This design comes from an exercise in tuning for small area on the open sky130 flow, not from production work.
Only simulation tests tie the RTL to the original design; equivalence was not proved.
No activity file was given, so power comes from the tool's default toggle rates.

// br_compositor
module br_compositor(
	input wire clk,
	input wire [ 3: 0] status,
	input wire video_on,
	input wire [ 9: 0] pixel_x, pixel_y,
	input wire btn_pos, mycar_pos, explode_pos, game_over_pos, score_pos,
	input wire btn_visible, explode_visible,
	input wire obstacle_pos0, obstacle_pos1, obstacle_pos2, obstacle_pos3, obstacle_pos4,
	input wire digit_pos0, digit_pos1, digit_pos2, digit_pos3,
	input wire [31:0] scroll,
	input wire [11:0] back_data, btn_data, side_data, mycar_data, explode_data, game_over_data, score_data,
	input wire [11:0] obstacle_data0, obstacle_data1, obstacle_data2, obstacle_data3, obstacle_data4,
	input wire [11:0] digit_data0, digit_data1, digit_data2, digit_data3,
	output reg [ 3: 0] red, green, blue
	);
For scale: ~400 cells after synthesis, about 0.0031 mm² of cells after synthesis.
export LEC_CHECK = 0
export CAP_MARGIN = 10
export CORE_MARGIN = 2
export CORE_UTILIZATION = 40
export CTS_BUF_LIST = sky130_fd_sc_hd__clkbuf_4
export GPL_TIMING_DRIVEN = 0
export SLEW_MARGIN = 10
create_clock -name core_clock -period 40.0 [get_ports {clk}]
standard.sh (not shown) runs the stock make flow with config.mk's settings and CLKGATE_MAP_FILE= SYNTH_SCRIPT=/design/flow/synth_recipe.tcl, a recipe that flattens the netlist after the stock synthesis.
==> flow/flow/run.sh <==
#!/bin/bash
# The standard layout (standard.sh) with three changes:
#  - synthesis skips the quick ABC pre-mapping inside Yosys's "synth -run fine:"
#    (synth -noabc), so extract_fa sees the RTL's adder structure and leaves no
#    inverters around the full adders;
#  - the final ABC mapping uses the area-oriented script flow/area.abc
#    (the standard flow's synthesis script otherwise unchanged: same passes, flatten, rename);
#  - the port buffers use the smallest buffer cell.
set -euo pipefail
W=$(pwd)
sed -e "s|^\(\s*\)log_cmd abc {\*}\$abc_args|\1log_cmd abc -script $W/flow/area.abc {*}[lrange \$abc_args 2 end]|" \
    -e "s|-run fine: {\*}\$synth_full_args|-run fine: -noabc {*}\$synth_full_args|" \
  "$FLOW_HOME/scripts/synth.tcl" > "$W/synth_custom.tcl"
grep -q "flow/area.abc" "$W/synth_custom.tcl"
grep -q "run fine: -noabc" "$W/synth_custom.tcl"
sed "s|\$::env(SCRIPTS_DIR)/synth.tcl|$W/synth_custom.tcl|" "$W/synth_recipe.tcl" > "$W/synth_recipe_custom.tcl"
grep -q "synth_custom.tcl" "$W/synth_recipe_custom.tcl"
bash standard.sh "SYNTH_SCRIPT=$W/synth_recipe_custom.tcl" \
  "BUFFER_PORTS_ARGS=-buffer_cell sky130_fd_sc_hd__buf_1" finish > "$W/make_finish.log" 2>&1
==> flow/flow/area.abc <==
strash
&get -n
&st
&dc2
&dch -f
&nf -R 1000
&put
mfs2 -a
strash
&get -n
&st
&dch -f
&nf -R 1000
&put
topo
The first run completed with no timing, DRC or antenna violations.
Edit:
--- a/flow/flow/run.sh
+++ b/flow/flow/run.sh
@@ -2 +2 @@
-# The standard layout (standard.sh) with three changes:
+# The standard layout (standard.sh) with these changes:
@@ -8 +8,2 @@
-#  - the port buffers use the smallest buffer cell.
+#  - the port buffers use the smallest buffer cell;
+#  - clock tree synthesis without sink clustering or dummy loads (12 registers).
@@ -19 +20,2 @@
-  "BUFFER_PORTS_ARGS=-buffer_cell sky130_fd_sc_hd__buf_1" finish > "$W/make_finish.log" 2>&1
+  "BUFFER_PORTS_ARGS=-buffer_cell sky130_fd_sc_hd__buf_1" \
+  "CTS_ARGS=-buf_list sky130_fd_sc_hd__clkbuf_4 -root_buf sky130_fd_sc_hd__clkbuf_4 -dont_use_dummy_load -repair_clock_nets" finish > "$W/make_finish.log" 2>&1
==> flow/flow/area.abc (replaced) <==
strash
&get -n
&st
&dc2
&dch -f
&nf -R 1000 -C 32 -F 8
&put
mfs2 -a
strash
&get -n
&st
&dc2
&dch -f
&nf -R 1000 -C 32 -F 8
&put
mfs2 -a
strash
&get -n
&st
&dc2
&dch -f
&nf -R 1000 -C 32 -F 8
&put
mfs2 -a
strash
&get -n
&st
&dch -f
&nf -R 1000 -C 32 -F 8
&put
topo
- CAP_MARGIN: 10 -> 5
- CORE_UTILIZATION: 40 -> 65
- PLACE_DENSITY: not set -> 0.75
- SLEW_MARGIN: 10 -> 0
=> With this change the flow ended with an error in 3_2_place_iop. Area after synthesis fell by 1.8%. Synthesized cell count fell by 1.8%.

---

br_compositor again, from the RTL that the note above started with.
Settings: LEC_CHECK=0, CAP_MARGIN=10, CORE_MARGIN=2, CORE_UTILIZATION=40, CTS_BUF_LIST=sky130_fd_sc_hd__clkbuf_4, GPL_TIMING_DRIVEN=0, SLEW_MARGIN=10; clock period 40.0 ns.
==> flow/flow/run.sh <==
#!/bin/bash
# The standard layout (standard.sh) with three changes:
#  - synthesis skips the quick ABC pre-mapping inside Yosys's "synth -run fine:"
#    (synth -noabc), so extract_fa sees the RTL's adder structure and leaves no
#    inverters around the full adders;
#  - the final ABC mapping uses the area-oriented script flow/area.abc
#    (the standard flow's synthesis script otherwise unchanged: same passes, flatten, rename);
#  - the port buffers use the smallest buffer cell;
#  - clock tree synthesis without sink clustering or dummy loads (12 registers).
set -euo pipefail
W=$(pwd)
sed -e "s|^\(\s*\)log_cmd abc {\*}\$abc_args|\1log_cmd abc -script $W/flow/area.abc {*}[lrange \$abc_args 2 end]|" \
    -e "s|-run fine: {\*}\$synth_full_args|-run fine: -noabc {*}\$synth_full_args|" \
  "$FLOW_HOME/scripts/synth.tcl" > "$W/synth_custom.tcl"
grep -q "flow/area.abc" "$W/synth_custom.tcl"
grep -q "run fine: -noabc" "$W/synth_custom.tcl"
sed "s|\$::env(SCRIPTS_DIR)/synth.tcl|$W/synth_custom.tcl|" "$W/synth_recipe.tcl" > "$W/synth_recipe_custom.tcl"
grep -q "synth_custom.tcl" "$W/synth_recipe_custom.tcl"
bash standard.sh "SYNTH_SCRIPT=$W/synth_recipe_custom.tcl" \
  "BUFFER_PORTS_ARGS=-buffer_cell sky130_fd_sc_hd__buf_1" \
  "CTS_ARGS=-buf_list sky130_fd_sc_hd__clkbuf_4 -root_buf sky130_fd_sc_hd__clkbuf_4 -dont_use_dummy_load -repair_clock_nets" finish > "$W/make_finish.log" 2>&1
==> flow/flow/area.abc <==
strash
&get -n
&st
&dc2
&dch -f
&nf -R 1000
&put
mfs2 -a
strash
&get -n
&st
&dch -f
&nf -R 1000
&put
topo
Change:
--- a/flow/flow/run.sh
+++ b/flow/flow/run.sh
@@ -2 +2 @@
-# The standard layout (standard.sh) with three changes:
+# The standard layout (standard.sh) with these changes:
@@ -9 +9 @@
-#  - clock tree synthesis without sink clustering or dummy loads (12 registers).
+#  - clock tree synthesis without dummy loads.
@@ -21 +21 @@
-  "CTS_ARGS=-buf_list sky130_fd_sc_hd__clkbuf_4 -root_buf sky130_fd_sc_hd__clkbuf_4 -dont_use_dummy_load -repair_clock_nets" finish > "$W/make_finish.log" 2>&1
+  "CTS_ARGS=-sink_clustering_enable -repair_clock_nets -buf_list sky130_fd_sc_hd__clkbuf_4 -dont_use_dummy_load" finish > "$W/make_finish.log" 2>&1
==> flow/flow/area.abc (replaced) <==
strash
&get -n
&st
&dc2
&dch -f
&nf -R 1000 -C 32 -F 8
&put
mfs2 -a
strash
&get -n
&st
&dc2
&dch -f
&nf -R 1000 -C 32 -F 8
&put
mfs2 -a
strash
&get -n
&st
&dch -f
&nf -R 1000 -C 32 -F 8
&put
topo
CAP_MARGIN = 5   (was 10)
SLEW_MARGIN = 0   (was 10)
Utilization fell by 0.15 points.
Total power goes up by 1.4%.
Worst setup slack degrades by 0.36 ns.
Critical path depth went down by 2.
Count of clock-buffer cells in the layout stays the same.
Hold slack degrades by 0.0042 ns.
Area after synthesis stays flat.
Final cell count barely changes.
Sequential power barely changes.
Global-route usage goes up by 0.65 points.
Sequential cell count stays the same.
Change:
--- a/flow/flow/run.sh
+++ b/flow/flow/run.sh
@@ -2 +2 @@
-# The standard layout (standard.sh) with these changes:
+# The standard layout (standard.sh) with three changes:
@@ -8,2 +8 @@
-#  - the port buffers use the smallest buffer cell;
-#  - clock tree synthesis without dummy loads.
+#  - the port buffers use the smallest buffer cell.
@@ -20,2 +19 @@
-  "BUFFER_PORTS_ARGS=-buffer_cell sky130_fd_sc_hd__buf_1" \
-  "CTS_ARGS=-sink_clustering_enable -repair_clock_nets -buf_list sky130_fd_sc_hd__clkbuf_4 -dont_use_dummy_load" finish > "$W/make_finish.log" 2>&1
+  "BUFFER_PORTS_ARGS=-buffer_cell sky130_fd_sc_hd__buf_1" finish > "$W/make_finish.log" 2>&1
==> flow/flow/area.abc (replaced) <==
strash
&get -n
&st
&dc2
&dch -f
&nf -R 1000
&put
mfs2 -a
strash
&get -n
&st
&dch -f
&nf -R 1000
&put
topo
The new run produced a clean layout.
Via count does not change.
Combinational power stays flat.
Routed wire length falls by 4.3%.
Cell count stays flat.
Clock-buffer cell count does not change.
Global-route usage falls by 1.0 points.
Total power falls by 0.79%.
Clock power falls by 3.2%.
Critical path depth rises by 1.
Sequential share of layout area barely changes.
Area after synthesis hardly moves.
Change:
--- a/flow/flow/run.sh
+++ b/flow/flow/run.sh
@@ -2 +2 @@
-# The standard layout (standard.sh) with three changes:
+# The standard layout (standard.sh) with these changes:
@@ -8 +8,2 @@
-#  - the port buffers use the smallest buffer cell.
+#  - the port buffers use the smallest buffer cell;
+#  - clock tree synthesis without sink clustering or dummy loads (12 registers).
@@ -19 +20,2 @@
-  "BUFFER_PORTS_ARGS=-buffer_cell sky130_fd_sc_hd__buf_1" finish > "$W/make_finish.log" 2>&1
+  "BUFFER_PORTS_ARGS=-buffer_cell sky130_fd_sc_hd__buf_1" \
+  "CTS_ARGS=-buf_list sky130_fd_sc_hd__clkbuf_4 -root_buf sky130_fd_sc_hd__clkbuf_4 -dont_use_dummy_load -repair_clock_nets" finish > "$W/make_finish.log" 2>&1
==> flow/flow/area.abc (replaced) <==
strash
&get -n
&st
&dc2
&dch -f
&nf -R 1000 -C 32 -F 8
&put
mfs2 -a
strash
&get -n
&st
&dc2
&dch -f
&nf -R 1000 -C 32 -F 8
&put
mfs2 -a
strash
&get -n
&st
&dc2
&dch -f
&nf -R 1000 -C 32 -F 8
&put
mfs2 -a
strash
&get -n
&st
&dch -f
&nf -R 1000 -C 32 -F 8
&put
topo
Via count increases by 0.55%.
Die area goes down by 1.7%.
Clock power shrinks by about 0.7%.
Clock-buffer cell count does not change.
Change:
--- a/flow/flow/run.sh
+++ b/flow/flow/run.sh
@@ -9 +9 @@
-#  - clock tree synthesis without sink clustering or dummy loads (12 registers).
+#  - clock tree synthesis without dummy loads.
@@ -21 +21 @@
-  "CTS_ARGS=-buf_list sky130_fd_sc_hd__clkbuf_4 -root_buf sky130_fd_sc_hd__clkbuf_4 -dont_use_dummy_load -repair_clock_nets" finish > "$W/make_finish.log" 2>&1
+  "CTS_ARGS=-sink_clustering_enable -sink_clustering_size 12 -sink_clustering_max_diameter 500 -repair_clock_nets -buf_list sky130_fd_sc_hd__clkbuf_4 -root_buf sky130_fd_sc_hd__clkbuf_4 -dont_use_dummy_load" finish > "$W/make_finish.log" 2>&1
Die area does not change.
Final cell count does not change.
Power does not change.
Design area stays the same.
Sequential power hardly moves.
Clock-buffer cell count stays the same.
Flip-flop and latch count stays the same.
First-iteration DRC count is unchanged.

-- re-timing with driven ports --
How much do the figures lean on ideal ports? The routed layouts below were timed once more, with nothing changed but the port constraints. Step 1, drivers: a clkbuf_16 drives clk and a buf_2 each remaining input, both assumed. Step 2 times the ports against the registers' clock, not the clock port: input delays grow and output delays shrink by t, the midpoint of the rising clock arrivals with the driver on. a / b / c = ideal ports / drivers / drivers and shift; a / b = the first two.
run | t, ns | setup WS [ns] | worst setup path after step 2 | worst register clock-pin slew, ns
the first run of note 1 | 0.295 | 22.680 / 22.678 / 22.382 | input to register | 0.08 / 0.08
the first run of note 2 | 0.284 | 22.670 / 22.668 / 22.384 | input to register | 0.07 / 0.07
the second run of note 2 | 0.295 | 22.314 / 22.315 / 22.019 | input to register | 0.07 / 0.07
the third run of note 2 | 0.273 | 22.639 / 22.635 / 22.362 | input to register | 0.08 / 0.08
the fourth run of note 2 | 0.279 | 22.390 / 22.387 / 22.108 | input to register | 0.08 / 0.08
the fifth run of note 2 | 0.279 | 22.390 / 22.387 / 22.108 | input to register | 0.08 / 0.08
After both steps setup and hold are still met in every run listed. The setup slack of the first run of note 1, which loses most, moves by -0.002 ns with the drivers and by -0.298 ns with both steps.
